This is an optimization exercise on Yosys and OpenROAD, whose aim is small area, a short achievable clock period and few clock cycles per item, not a production implementation.
The RTL was checked by simulation tests, not by an equivalence proof against the original design.

==> flow/design.v (outline; a module is shown in full before it is edited, if it fits) <==
// module mul_tree: 1212 lines
// module fa: 4 lines
// module ha: 4 lines
// module bpp: 5 lines
// module ao22: 3 lines
// module proc: 235 lines
// module addsub32: 25 lines
module proc(
    i_clk    ,
    i_rstn   ,
    i_en     ,
    i_grant_rd  ,
    i_grant_wr  ,
    i_valid  ,
    i_instr ,
    i_data ,
    o_addr  ,
    o_finish ,
    o_req_rd,
    o_req_wr,
    o_ack    ,
    o_data   ,
    o_wr_size ,
    o_busy
);
  // ...
==> flow/flow/run.sh <==
#!/bin/bash
# Own flow: the standard ORFS flow (standard.sh, unchanged synthesis), with
#  - the port buffers made as sky130_fd_sc_hd__buf_1 instead of the default delay buffer,
#  - timing repair (floorplan, CTS, global route) aiming at extra setup slack,
#  - clock tree synthesis without dummy loads.
# The make output goes to make.log; ORFS writes each step's log under orfs/logs/.
set -euo pipefail
export BUFFER_PORTS_ARGS="-buffer_cell sky130_fd_sc_hd__buf_1"
export SETUP_SLACK_MARGIN=7.4
export CTS_ARGS="-sink_clustering_enable -repair_clock_nets -sink_clustering_size 8 -sink_clustering_max_diameter 40 -buf_list {sky130_fd_sc_hd__clkbuf_4} -dont_use_dummy_load"
bash standard.sh > make.log 2>&1
==> flow/standard.sh <==
#!/bin/bash
# synth_recipe.tcl (not shown) runs the flow's synth.tcl, then flattens the netlist and writes it again
# the make line also repeats each setting of config.mk as NAME=value (left out here)
make -C /OpenROAD-flow-scripts/flow DESIGN_CONFIG=/design/flow/config.mk WORK_HOME=/design/flow/orfs CLKGATE_MAP_FILE= SYNTH_SCRIPT=/design/flow/synth_recipe.tcl "${@:-finish}"
==> flow/config.mk <==
export PLATFORM = sky130hd
export DESIGN_NAME = proc
export DESIGN_NICKNAME = proc
export VERILOG_FILES = /design/flow/design.v
export SDC_FILE = /design/flow/constraint.sdc
export NUM_CORES = 4
export LEC_CHECK = 0
export CAP_MARGIN = 20
export CORE_MARGIN = 2
export CORE_UTILIZATION = 65
export SLEW_MARGIN = 20
export SYNTH_HIERARCHICAL = 1
export TNS_END_PERCENT = 10
==> flow/constraint.sdc <==
create_clock -name core_clock -period 11.0 [get_ports {i_clk}]
set_input_delay 2.2000 -clock core_clock [delete_from_list [all_inputs] [get_ports {i_clk}]]
set_output_delay 2.2000 -clock core_clock [all_outputs]
set_load 0.01 [all_outputs]
==> results_dict.tcl, run 1 <==
set metrics [dict create \
    outcome "timing/DRC/antenna clean" \
    fp.dieH_um 258 \
    clk_pin_slew_worst_paths_ps 80 \
    grt_max_degree 72 \
    crit_path_end "o_data[20]" \
    gr-usage-met3_pct 8.00 \
    wl_met2_um 62200 \
    cts_buffers 107 \
    buffer_area_share_pct 5.98 \
    reg2regPathDepth 13 \
    clock.fmax_mhz 263 \
    syn_to_final_growth_pct 11.5 \
    fin_crit_sh_pct 34.6 \
    gp_congestion 0.945 \
    min_path_cells 0 \
    reg2reg_slack_ps 7330 \
    antenna_cells 13 \
    worstSetupStartpoint "rreg[20]" \
    end_kind "output pin" \
    ctsHoldBuffers 0 \
    final_common_cell "dfxtp_1" \
    post-route-util_pct 72.9 \
    slowest_stage "dfxtp_1" \
    antenna_found_initial 19 \
    inverters 201 \
    regArea_um2 13300 \
    tns_ps 0 \
    fin_ws_ps 7200 \
    hold_violations 0 \
    row_count 93 \
    multi_input_cells 3139 \
    design.seq.count 649 \
    n_all_buffers 431 \
    crit_type "flop to output pin" \
    worstPathRequired_ps 8800 \
    cp.depth 1 \
    worst_pin_slew_ps 1060 \
    slowest_delay_ps 500 \
    start_util_pct 65.3 \
]
Testbench counts, summed over its fixed seeds: cycles 21,430, items 15,905.
==> run 2: changes to the inputs <==
--- a/flow/flow/run.sh
+++ b/flow/flow/run.sh
@@ -7,5 +7,5 @@
 set -euo pipefail
 export BUFFER_PORTS_ARGS="-buffer_cell sky130_fd_sc_hd__buf_1"
-export SETUP_SLACK_MARGIN=7.4
+export SETUP_SLACK_MARGIN=7.6
 export CTS_ARGS="-sink_clustering_enable -repair_clock_nets -sink_clustering_size 8 -sink_clustering_max_diameter 40 -buf_list {sky130_fd_sc_hd__clkbuf_4} -dont_use_dummy_load"
 bash standard.sh > make.log 2>&1
==> run 2 against run 1 <==
Global-route usage increased by 1.2 points. Hold slack gained 55 ps. Register-to-register slack better by 50 ps. Clock skew increased by 2.4 ps. Setup slack improved by 62 ps. Flip-flop and latch count stayed put. Still clean. Sequential share of layout area decreased by 0.82 points. First-iteration DRC count decreased by 2.9%.
==> results_dict.tcl, run 2 <==
set metrics [dict create \
    outcome "timing/DRC/antenna clean" \
    reg2regPathDepth 13 \
    gp_congestion 0.956 \
    fin_crit_sh_pct 34.0 \
    placedCellCount 5221 \
    final_cell_count_no_fill 5474 \
    largest_reg_flops 128 \
    ctsHoldBuffers 0 \
    path_buf_inv 1 \
    fp.dieH_um 258 \
    syn_area_um2 41900 \
    dieArea_um2 66500 \
    min_to "s0_a[7]" \
    period_needed_ps 3740 \
    post-route-util_pct 75.5 \
    vias_per_cell 6.52 \
    cts_num_sinks 649 \
    hold_violations 0 \
    reg.largest.list "rreg (128), areg (97), breg (95)" \
    grt_setup_unrepaired "yes" \
    drc 0 \
    row_count 93 \
    post_drt_wl_per_cell_um 26.2 \
    ios 320 \
    skew_ps 128 \
    ys_warn_count 8 \
    arrival_ps 1540 \
    grt_pass1_wl_um 207000 \
    h-tree-depth 3 \
    rr_startpoint "op[0]" \
    clk_pin_slew_worst_paths_ps 90 \
    cts_buffers 112 \
    cap_violations 0 \
    portBuffers 319 \
    crit_family "flip-flops" \
    hp-start "areg[7]" \
    drtPass1Iterations 8 \
    start_util_pct 65.3 \
    regMostFlops "rreg" \
    postSynthCellCount 4217 \
    cts_buffer_depth 3 \
    antenna_found_initial 19 \
    antenna_left 0 \
    fillCellCount 4654 \
    holdWs_ps 355 \
    tns_ps 0 \
    relSlewSlack_pct 15.0 \
    cts-root-buf "clkbuf_4" \
    finalWirelength_um 143000 \
    crit_chain "buf_1" \
    grt_max_degree 76 \
    clock.fmax_mhz 267 \
    tritoncts "built" \
    crit_type "flop to output pin" \
    worstPathRequired_ps 8800 \
    slowest_stage "edfxtp_1" \
    drt_iter0_markers 3529 \
    vias 35700 \
    min_path_type "flop to flop" \
    end_kind "output pin" \
    die_w_um 258 \
    reg2reg_slack_ps 7380 \
    worst_r2r_endpoint "rreg[75]" \
    syn_avg_cell_area_um2 9.93 \
    core_area_um2 64100 \
    crit_fanout 1 \
    syn_to_final_growth_pct 15.6 \
    mostFrequentLayoutCells "546 x dfxtp_1, 469 x xor2_1, 291 x a22o_1" \
    grt_usage_pct 40.5 \
    grt_pass1_vias 34600 \
    slowest_delay_ps 460 \
    grt_overflow 0 \
    min_path_cells 0 \
    crit_path_start_kind "flop" \
    final_common_cell "dfxtp_1" \
    nets 5186 \
    clock_latency_ps 940 \
    hpwl_um 93800 \
    finalSetupViolations 0 \
    slew_violations 0 \
    worst_pin_slew_ps 1280 \
    layout-drive-gt1-share_pct 18.9 \
]
## run 2: worst max-delay path by stage
stage	startpoint	end	slack, ps	depth (start not counted)
final	wsz[0]	o_wr_size[0]	7260	1
after global routing	wsz[2]	o_wr_size[2]	7200	1
after CTS	rq_wr	o_req_wr	7180	1
after detailed placement	op[0]	rreg[89]	5860	14
after global placement	op[0]	rreg[121]	5930	14
after floorplan	i_grant_wr	wsz[2]	6800	12
## run 2: cell type report
type,instances,area [um2],area share (%)
clock buffers,112,841,1.74
diodes,17,42.5,0.0879
flip-flops and latches,649,13400,27.6
well taps,855,1070,2.21
multi-input cells,3139,28400,58.7
inverters,200,756,1.56
repair buffers,502,3900,8.06
## run 2: layer usage
layer	vias to the layer above	GRT usage, %	wire [um]
li1	15700	-	-
met1	17200	51.8	54500
met2	2194	63.4	63600
met3	600	9.35	15600
met4	10	23.1	9660
met5	-	0	62
## run 2: through the flow
step | instance area [um2] | setup WS (ps)
6_report | 48400 | 7260
5_1_grt | 48400 | 7200
4_1_cts | 46900 | 7180
3_5_place_dp | 44000 | 5860
3_3_place_gp | 44000 | 5930
2_1_floorplan | 42600 | 6800
## run 2: what timing repair did
| action | CTS | global route |
|---|---|---|
| setup endpoints to repair | 506 | 356 |
| hold endpoints to repair | 0 | 0 |
| pin swaps | 126 | 28 |
| gates resized for setup | 274 | 298 |
| buffers inserted | 68 | 30 |
| cloned | 10 | 16 |
==> run 3: changes to the inputs <==
--- a/flow/flow/run.sh
+++ b/flow/flow/run.sh
@@ -7,5 +7,5 @@
 set -euo pipefail
 export BUFFER_PORTS_ARGS="-buffer_cell sky130_fd_sc_hd__buf_1"
-export SETUP_SLACK_MARGIN=7.6
+export SETUP_SLACK_MARGIN=7.3
 export CTS_ARGS="-sink_clustering_enable -repair_clock_nets -sink_clustering_size 8 -sink_clustering_max_diameter 40 -buf_list {sky130_fd_sc_hd__clkbuf_4} -dont_use_dummy_load"
 bash standard.sh > make.log 2>&1
--- a/flow/config.mk
+++ b/flow/config.mk
@@ -9,5 +9,5 @@
 export CORE_MARGIN = 2
 export CORE_UTILIZATION = 65
+export PLACE_DENSITY = 0.85
 export SLEW_MARGIN = 20
 export SYNTH_HIERARCHICAL = 1
-export TNS_END_PERCENT = 10
==> run 3 against run 2 <==
Area after synthesis stayed put. Fmax is 1.6% lower. First-iteration DRC count is 20% higher. Via count is 1.4% higher. Hold slack worse by 14 ps. Still clean on timing, DRC and antenna.
==> results_dict.tcl, run 3 <==
set metrics [dict create \
    final_common_cell "dfxtp_1" \
    crit_chain "buf_1 -> ha_1 -> nand4_1 -> nor2_1 -> nand4_1 -> nand3_4 -> a221oi_4 -> buf_4 -> or3_1 -> and4_1 -> nand2_1 -> o211ai_1" \
    drt_iter0_markers 4250 \
    cts-root-buf "clkbuf_4" \
    tns_ps 0 \
    grt_pass1_vias 35500 \
    syn_area_um2 41900 \
    portBuffers 319 \
    clk_pin_slew_worst_paths_ps 90 \
    regMostFlops "rreg" \
    outcome "timing/DRC/antenna clean" \
    hp-start "areg[12]" \
    slowest_stage "ha_1" \
    antenna_left 0 \
    post-route-util_pct 73.3 \
    syn_avg_cell_area_um2 9.93 \
    min_path_cells 0 \
    post_drt_wl_per_cell_um 25.4 \
    post_dp_cell_area_um2 44500 \
    crit_fanout 5 \
    syn_to_final_growth_pct 12.2 \
    die_w_um 258 \
    vias_per_cell 6.71 \
    clock_latency_ps 940 \
    reg.largest.list "rreg (128), areg (97), breg (95)" \
    tritoncts "built" \
    vias 36200 \
    antenna_found_initial 24 \
    crit_top_cell "nand4_1" \
    worst_pin_slew_ps 1110 \
    ios 320 \
    hpwl_um 93000 \
    crit_path_start_kind "input port" \
    gp_congestion 0.955 \
    worst_r2r_endpoint "s1_r2[30]" \
    cts_buffers 104 \
    min_path_type "flop to flop" \
    start_util_pct 65.3 \
    skew_ps 76.6 \
    mostFrequentLayoutCells "552 x dfxtp_1, 480 x xor2_1, 294 x a22o_1" \
    rr_startpoint "s0_one[2]" \
    clock.fmax_mhz 263 \
    finalSetupViolations 0 \
    layout-drive-gt1-share_pct 17.7 \
    row_count 93 \
    h-tree-depth 3 \
    stdcell_area_um2 47000 \
    postSynthCellCount 4217 \
    nets 5113 \
    arrival_ps 4580 \
    drtPass1Iterations 9 \
    worstPathRequired_ps 11780 \
    grt_overflow 0 \
    slew_violations 0 \
    grt_max_degree 74 \
    grt_usage_pct 38.9 \
    reg2regPathDepth 9 \
    fin_crit_sh_pct 34.6 \
    largest_reg_flops 128 \
    dieArea_um2 66500 \
    ys_warn_count 8 \
    grt_pass1_wl_um 201000 \
    core_area_um2 64100 \
    cts_buffer_depth 3 \
    end_kind "flop" \
    cap_violations 0 \
    reg2reg_slack_ps 7310 \
    slowest_delay_ps 450 \
    relSlewSlack_pct 25.9 \
    cts_num_sinks 649 \
    crit_type "input port to flop" \
    period_needed_ps 3800 \
    grt_setup_unrepaired "yes" \
    drc 0 \
    min_to "s0_a[12]" \
    hold_violations 0 \
    fp.dieH_um 258 \
    finalWirelength_um 137000 \
]
## run 3: cell type report
cell class	instances	area (um2)
timing repair buffer	439	2820
clock buffer	104	781
multi-input combinational	3136	28200
sequential	649	13300
antenna	12	30.0
tap	855	1070
inverter	200	756
timing repair inverter	1	7.51
fill	4440	17100
## run 3: stage by stage
stage / hold WS (ps) / std cells / worst slack (ps)
after floorplan: 342 / 4236 / 6800
after detailed placement: 347 / 5221 / 5830
final: 341 / 5396 / 7200
after global placement: 343 / 5221 / 5880
after CTS: 352 / 5349 / 7280
after global routing: 345 / 5394 / 7120
## run 3: routing by layer
layer	up-vias	share of wire (%)	routed length [um]	global-route usage (%)
met5	-	0.11	151	0
li1	15600	-	-	-
met4	22	8.0	10900	26.5
met1	17200	36	49600	47.1
met3	795	11	15500	11.2
met2	2591	44	61000	60.1
## run 3: worst max path at each step
stage	start	end	slack, ps	depth (start not counted)
4_1_cts	wsz[1]	o_wr_size[1]	7280	1
2_1_floorplan	i_grant_wr	wsz[2]	6800	12
3_5_place_dp	i_grant_wr	oaddr[17]	5830	9
5_1_grt	i_data[15]	rreg[31]	7120	12
6_report	i_data[15]	rreg[31]	7200	12
3_3_place_gp	i_grant_wr	oaddr[15]	5880	11
## run 3: worst max-delay path: cells and delay by family
kind            cells  cell delay (ps)
compound gates      2              200
fa+ha+maj           1              450
simple gates        7             1370
buf+inv             2              320
## run 3: timing repair
item                                    in CTS  in global routing
pin swaps                                   10                 57
resized for setup                          132                213
hold buffers                                 0                  0
buffers inserted                            19                 31
gates cloned                                 5                  4
endpoints found under the setup margin     204                130
==> run 4: changes to the inputs <==
--- a/flow/config.mk
+++ b/flow/config.mk
@@ -9,5 +9,4 @@
 export CORE_MARGIN = 2
 export CORE_UTILIZATION = 65
-export PLACE_DENSITY = 0.85
 export SLEW_MARGIN = 20
 export SYNTH_HIERARCHICAL = 1
==> run 4 against run 3 <==
Hold slack lost 13 ps. Register-to-register slack gained 50 ps. Die area did not move. Clock skew up 75 ps. First-iteration DRC count down 16%. Wire length decreased by 1.1%. Still clean. Fmax rose by 1.8%. Setup slack better by 66 ps. Cell count increased by 0.11%. Final area up 0.38%.
==> results_dict.tcl, run 4 <==
set metrics [dict create \
    outcome "timing/DRC/antenna clean" \
    crit_family "flip-flops" \
    row_count 93 \
    crit_chain "clkbuf_2" \
    cp.depth 1 \
    cap_violations 0 \
    grt_overflow 0 \
    largest_reg_flops 128 \
    antenna_found_initial 16 \
    min_path_type "flop to flop" \
    tritoncts "built" \
    syn_area_um2 41900 \
    clock.fmax_mhz 268 \
    skew_ps 152 \
    path_buf_inv 1 \
    cts_num_sinks 649 \
    ctsHoldBuffers 0 \
    antenna_left 0 \
    clk_pin_slew_worst_paths_ps 90 \
    reg2regPathDepth 14 \
    vias_per_cell 6.40 \
    crit_path_start_kind "flop" \
    drc 0 \
    regMostFlops "rreg" \
    drtPass1Iterations 5 \
    tns_ps 0 \
    final_common_cell "dfxtp_1" \
    cts_buffers 112 \
    grt_pass1_wl_um 200000 \
    slowest_delay_ps 450 \
    gp_congestion 0.971 \
    slowest_stage "edfxtp_1" \
    regArea_um2 13400 \
    portBuffers 319 \
    relSlewSlack_pct 33.3 \
    core_area_um2 64100 \
    end_kind "output pin" \
    fin_crit_sh_pct 33.9 \
    stdcell_area_um2 47200 \
    dpl_worst_slack_ps 5960 \
    vias 34500 \
    dieArea_um2 66500 \
    fin_ws_ps 7270 \
    final_cell_count_no_fill 5402 \
    period_needed_ps 3730 \
    start_util_pct 65.3 \
    finalSetupViolations 0 \
    cts_buffer_depth 3 \
    grt_usage_pct 39.3 \
    reg.largest.list "rreg (128), areg (97), breg (95)" \
    hpwl_um 94600 \
    crit_type "flop to output pin" \
    h-tree-depth 3 \
    mostFrequentLayoutCells "527 x dfxtp_1, 480 x xor2_1, 294 x a22o_1" \
    drt_iter0_markers 3588 \
    layout-drive-gt1-share_pct 18.3 \
    placedCellCount 5223 \
    fillCellCount 4860 \
    grt_max_degree 71 \
    min_path_cells 0 \
    multi_input_area_um2 28300 \
    grt_setup_unrepaired "yes" \
    slew_violations 0 \
    syn_to_final_growth_pct 12.6 \
    grt_pass1_vias 33200 \
    crit_fanout 1 \
    finalWirelength_um 136000 \
    cts-root-buf "clkbuf_4" \
    fp.dieH_um 258 \
    die_w_um 258 \
    worstPathRequired_ps 8800 \
    hold_violations 0 \
    post_drt_wl_per_cell_um 25.1 \
    syn_avg_cell_area_um2 9.93 \
    ios 320 \
    post_dp_cell_area_um2 44500 \
    nets 5118 \
    worst_pin_slew_ps 993 \
    arrival_ps 1530 \
    clock_latency_ps 960 \
    ys_warn_count 8 \
    postSynthCellCount 4217 \
]
[run 4: metrics by stage]
step           hold WS, ps  util (%)
4_1_cts                326      71.9
3_5_place_dp           350      69.5
6_report               328      73.6
2_1_floorplan          342         -
5_1_grt                320      73.6
3_3_place_gp           347      69.5
[run 4: cell type report]
class | instances | share of cell area [%]
diodes | 13 | 0.0689
clock buffers | 112 | 1.78
inverters | 200 | 1.61
multi-input cells | 3136 | 59.9
flip-flops and latches | 649 | 28.4
well taps | 855 | 2.27
repair buffers | 437 | 6.02
[run 4: metal layers]
metal / track usage, % / wire (um) / up-vias
li1: - / - / 15600
met1: 51.5 / 53900 / 16600
met2: 62.3 / 62000 / 1956
met3: 9.15 / 13500 / 385
met4: 16.9 / 6270 / 16
met5: 0 / 100 / -
[run 4: worst paths after layout]
kind | startpoint | end | slack, ps
worst max-delay path | wsz[0] | o_wr_size[0] | 7270
worst min-delay path | areg[13] | s0_a[13] | 330
worst max register to register | s1_r1[10] | rreg[29] | 7360
worst min register to register | areg[13] | s0_a[13] | 330
max in group asynchronous | i_rstn | s_ld2 | 9470
min in group asynchronous | i_rstn | seq_lane[1] | 1230
[run 4: what timing repair did]
item	in CTS	in global routing
cloned	2	3
pin swaps	8	48
setup endpoints to repair	314	145
buffers inserted	17	31
resized for setup	185	203
==> run 5: changes to the inputs <==
--- a/flow/flow/run.sh
+++ b/flow/flow/run.sh
@@ -8,4 +8,4 @@
 export BUFFER_PORTS_ARGS="-buffer_cell sky130_fd_sc_hd__buf_1"
 export SETUP_SLACK_MARGIN=7.3
-export CTS_ARGS="-sink_clustering_enable -repair_clock_nets -sink_clustering_size 8 -sink_clustering_max_diameter 40 -buf_list {sky130_fd_sc_hd__clkbuf_4} -dont_use_dummy_load"
+export CTS_ARGS="-sink_clustering_enable -repair_clock_nets -sink_clustering_size 8 -sink_clustering_max_diameter 40 -buf_list {sky130_fd_sc_hd__clkbuf_4 sky130_fd_sc_hd__clkbuf_8} -sink_clustering_buffer sky130_fd_sc_hd__clkbuf_4 -dont_use_dummy_load"
 bash standard.sh > make.log 2>&1
==> run 5 against run 4 <==
Critical path type is now input port to flop. Setup slack got worse by 130 ps. Critical path depth up 11. Cell count is 0.78% higher. Critical endpoint is now rreg[83]. Utilization rose by 1.3 points. Still clean on timing, DRC and antenna.
==> results_dict.tcl, run 5 <==
set metrics [dict create \
    global_route.usage.met1_pct 52.1 \
    tns_ps 0 \
    postSynthCellCount 4217 \
    dpl_worst_slack_ps 5960 \
    grt_busiest_layer "met2" \
    layout-drive-gt1-share_pct 18.1 \
    crit_path_start_kind "input port" \
    syn_avg_cell_area_um2 9.93 \
    antenna_left 0 \
    row_count 93 \
    hold_violations 0 \
    drt_iter0_markers 3676 \
    min_path_type "flop to flop" \
    cts_num_sinks 649 \
    grt_max_degree 69 \
    ctsHoldBuffers 0 \
    slowest_stage "a2111oi_4" \
    mostFrequentLayoutCells "578 x dfxtp_1, 481 x xor2_1, 294 x a22o_1" \
    worst_pin_slew_ps 975 \
    grt_overflow 0 \
    hpwl_um 94600 \
    crit_top_cell "a21o_1" \
    gp_congestion 0.971 \
    end_kind "flop" \
    syn_area_um2 41900 \
    portBuffers 319 \
    slowest_delay_ps 300 \
    clk_pin_slew_worst_paths_ps 80 \
    outcome "timing/DRC/antenna clean" \
    post_drt_wl_per_cell_um 25.4 \
    final_common_cell "dfxtp_1" \
    crit_chain "buf_8 -> ha_4 -> a21o_1 -> a21o_1 -> a22oi_2 -> nand3_4 -> buf_4 -> a21o_4 -> a2111oi_4 -> nor3_1 -> a22oi_1 -> o21ai_1" \
    cts_buffer_depth 3 \
    post_dp_cell_area_um2 44500 \
    slew_violations 0 \
    fp.dieH_um 258 \
    arrival_ps 4380 \
    stdcell_area_um2 48000 \
    ios 320 \
    crit_type "input port to flop" \
    finalSetupViolations 0 \
    drtPass1Iterations 6 \
    nets 5164 \
    skew_ps 89.8 \
    grt_usage_pct 39.8 \
    antenna_found_initial 18 \
    gr-usage-met3_pct 8.93 \
    start_util_pct 65.3 \
    dieArea_um2 66500 \
    vias_per_cell 6.43 \
    cts-root-buf "clkbuf_8" \
    grt_pass1_wl_um 204000 \
    grt_pass1_vias 33800 \
    crit_fanout 4 \
    clock_latency_ps 710 \
    finalWirelength_um 138000 \
    relSlewSlack_pct 35.0 \
    fin_crit_sh_pct 35.1 \
    worstPathRequired_ps 11520 \
    clock.fmax_mhz 259 \
    grt_setup_unrepaired "yes" \
    reg.largest.list "rreg (128), areg (97), breg (95)" \
    period_needed_ps 3860 \
    ys_warn_count 8 \
    syn_to_final_growth_pct 14.7 \
    fin_ws_ps 7140 \
    die_w_um 258 \
    met2_usage_pct 63.0 \
    post-route-util_pct 74.9 \
    cts_buffers 112 \
    regMostFlops "rreg" \
    drc 0 \
    h-tree-depth 3 \
    cap_violations 0 \
    vias 35000 \
    tritoncts "built" \
    largest_reg_flops 128 \
    core_area_um2 64100 \
    fillCellCount 4678 \
]
==> run 5: metal layers <==
layer / part of all wire, % / routed length (um)
met5: 0.081 / 112
met4: 5.1 / 7080
met3: 9.9 / 13700
met2: 45 / 62800
met1: 39 / 54500
==> run 5: repair_timing <==
action                     4_1_cts  5_1_grt
setup endpoints to repair      234       86
pin swaps                       61       95
buffers inserted                51       42
gates resized for setup        155      220
gates cloned                     3        3
==> run 5: stage by stage <==
step | hold slack [ps] | instances
detailed placement | 350 | 5223
floorplan | 342 | 4236
global route | 321 | 5442
global placement | 347 | 5223
CTS | 326 | 5389
finish | 322 | 5444
==> run 5: worst max-delay path: cells and delay by family <==
| family | cells | cell delay, ps |
|---|---|---|
| buffers and inverters | 2 | 280 |
| adder cells (fa/ha/maj) | 1 | 220 |
| AND/OR/NAND/NOR | 2 | 270 |
| AO/OA/AOI/OAI | 7 | 1420 |
==> run 5: final timing paths <==
kind                            start  endpoint  slack [ps]  cells past startpoint
max in group asynchronous      i_rstn     s_ld2        9240                      2
min in group asynchronous      i_rstn      s1_v        1470                      2
hold reg to reg              areg[13]  s0_a[13]         320                      0
setup reg to reg            s1_r0[17]  rreg[31]        7310                     13
setup / recovery           i_data[77]  rreg[83]        7140                     12
hold / removal               areg[13]  s0_a[13]         320                      0
==> run 5: cell type report <==
type                    instances  area (um2)  area share, %
inverters                     200         756           1.57
repair buffers                482        3190           6.63
clock buffers                 112         897           1.87
well taps                     855        1070           2.23
flip-flops and latches        649       13300           27.6
diodes                          9        22.5         0.0469
multi-input cells            3137       28800           60.0
==> run 6: changes to the inputs <==
--- a/flow/flow/run.sh
+++ b/flow/flow/run.sh
@@ -8,4 +8,4 @@
 export BUFFER_PORTS_ARGS="-buffer_cell sky130_fd_sc_hd__buf_1"
 export SETUP_SLACK_MARGIN=7.3
-export CTS_ARGS="-sink_clustering_enable -repair_clock_nets -sink_clustering_size 8 -sink_clustering_max_diameter 40 -buf_list {sky130_fd_sc_hd__clkbuf_4 sky130_fd_sc_hd__clkbuf_8} -sink_clustering_buffer sky130_fd_sc_hd__clkbuf_4 -dont_use_dummy_load"
+export CTS_ARGS="-sink_clustering_enable -repair_clock_nets -sink_clustering_size 8 -sink_clustering_max_diameter 40 -buf_list {sky130_fd_sc_hd__clkbuf_4} -dont_use_dummy_load -root_buf sky130_fd_sc_hd__clkbuf_16"
 bash standard.sh > make.log 2>&1
==> run 6 against run 5 <==
Still clean. Register-to-register slack got worse by 70 ps. Global-route usage rose by 0.21 points. Setup slack got worse by 29 ps. Via count rose by 0.25%. Fmax fell by 0.74%.
==> results_dict.tcl, run 6 <==
set metrics [dict create \
    outcome "timing/DRC/antenna clean" \
    grt_usage_pct 40.0 \
    fin_crit_sh_pct 35.4 \
    ctsHoldBuffers 0 \
    syn_avg_cell_area_um2 9.93 \
    vias 35100 \
    post_dp_cell_area_um2 44500 \
    dieArea_um2 66500 \
    cts_num_sinks 649 \
    skew_ps 76.6 \
    hpwl_um 94600 \
    post_drt_wl_per_cell_um 25.4 \
    grt_setup_unrepaired "yes" \
    ys_warn_count 8 \
    portBuffers 319 \
    worst_pin_slew_ps 977 \
    antenna_left 0 \
    grt_pass1_vias 34000 \
    end_kind "flop" \
    cts_buffers 112 \
    largest_reg_flops 128 \
    finalSetupViolations 0 \
    clock.fmax_mhz 257 \
    fp.dieH_um 258 \
    arrival_ps 4380 \
    grt_pass1_wl_um 205000 \
    syn_area_um2 41900 \
    clk_pin_slew_worst_paths_ps 90 \
    gr-usage-met3_pct 8.75 \
    drc 0 \
    drtPass1Iterations 6 \
    period_needed_ps 3890 \
    post-route-util_pct 75.2 \
    h-tree-depth 3 \
    met2_usage_pct 63.4 \
    crit_type "input port to flop" \
    hold_violations 0 \
    reg.largest.list "rreg (128), areg (97), breg (95)" \
    min_path_type "flop to flop" \
    syn_to_final_growth_pct 15.1 \
    regMostFlops "rreg" \
    gp_congestion 0.971 \
    drt_iter0_markers 3350 \
    slew_violations 0 \
    clock_latency_ps 620 \
    final_cell_count_no_fill 5454 \
    ios 320 \
    grt_busiest_layer "met2" \
    global_route.usage.met1_pct 52.3 \
    tritoncts "built" \
    row_count 93 \
    layout-drive-gt1-share_pct 18.3 \
    final_common_cell "dfxtp_1" \
    mostFrequentLayoutCells "577 x dfxtp_1, 478 x xor2_1, 294 x a22o_1" \
    core_area_um2 64100 \
    cts-root-buf "clkbuf_16" \
    nets 5173 \
    worstPathRequired_ps 11480 \
    antenna_found_initial 18 \
    tns_ps 0 \
    relSlewSlack_pct 34.8 \
    placedCellCount 5223 \
    crit_fanout 6 \
    cap_violations 0 \
    vias_per_cell 6.43 \
    crit_path_start_kind "input port" \
    fillCellCount 4652 \
    cts_buffer_depth 3 \
    postSynthCellCount 4217 \
    start_util_pct 65.3 \
    grt_max_degree 69 \
    grt_overflow 0 \
    die_w_um 258 \
    finalWirelength_um 138000 \
    stdcell_area_um2 48200 \
]
run 6: changes by cell type in the layout (fill, tap and decap cells not counted), sizes merged:
| cell | delta |
|---|---|
| buf | +19 |
| clkbuf | -10 |
| diode | +1 |
run 6: per-layer routing:
layer | routed length (um) | vias to the layer above
met5 | 103 | -
met1 | 54700 | 17100
met2 | 63400 | 1906
met3 | 13200 | 452
met4 | 6980 | 14
li1 | - | 15700
run 6: path summary, 6_finish.rpt:
path | endpoint | slack, ps | from | cells past startpoint
max in group asynchronous | s_ld2 | 9150 | i_rstn | 2
hold / removal | s0_a[13] | 330 | areg[13] | 0
min in group asynchronous | s1_v | 1550 | i_rstn | 2
setup / recovery | rreg[126] | 7110 | i_data[109] | 13
hold reg to reg | s0_a[13] | 330 | areg[13] | 0
setup reg to reg | rreg[126] | 7240 | op[0] | 15
run 6: cell type report:
cell class	count	area (um2)	share of cell area [%]
repair buffers	491	3290	6.83
flip-flops and latches	649	13300	27.5
clock buffers	112	998	2.07
multi-input cells	3137	28800	59.7
diodes	10	25.0	0.0519
well taps	855	1070	2.22
inverters	200	756	1.57
run 6: critical path: stages:
cell	delay, ps
buf_6	100
ha_4	220
a21o_1	170
a21o_1	180
a22oi_2	240
nand3_4	160
a221oi_4	380
buf_12	170
buf_6	90
o31ai_2	60
xnor2_1	120
a22oi_1	170
o21ai_1	100
run 6: stage by stage:
| stage | hold slack, ps | worst slack [ps] |
|---|---|---|
| final | 332 | 7110 |
| after global routing | 321 | 7030 |
| after CTS | 326 | 7180 |
| after detailed placement | 350 | 5960 |
| after global placement | 347 | 6070 |
| after floorplan | 342 | 6800 |
run 6: timing repair:
item	4_1_cts	5_1_grt
setup buffers	69	32
endpoints found under the setup margin	247	88
cloned	3	4
gates resized for setup	214	172
pin swaps	115	89

## re-timing with driven ports
In the flow no input, the clock included, has a driving cell. The finished layouts below were timed again as built, in two steps.
Step 1, drivers: a clkbuf_16 drives i_clk and a buf_2 each remaining input, both assumed.
Step 2, shift: input delay + t, output delay - t, t = (earliest + latest rising clock arrival at the registers) / 2. This alone moves slack from input paths to output paths.
a / b / c = ideal / step 1 / step 2; a / b = the first two.
run	t (ns)	slack for setup (ns)	slew at the worst register clock pin (ns)
run 1	0.957	7.198 / 7.130 / 6.329	0.11 / 0.11
run 2	0.947	7.260 / 7.192 / 6.347	0.10 / 0.10
run 3	0.966	7.199 / 7.234 / 6.280	0.11 / 0.11
run 4	0.952	7.266 / 7.198 / 6.388	0.11 / 0.11
run 5	0.736	7.136 / 7.155 / 6.419	0.10 / 0.10
run 6	0.649	7.107 / 7.144 / 6.495	0.10 / 0.10
After both steps setup and hold are still met in every run listed. The setup slack of run 3, which loses most, moves by +0.035 ns with the drivers and by -0.919 ns with both steps.
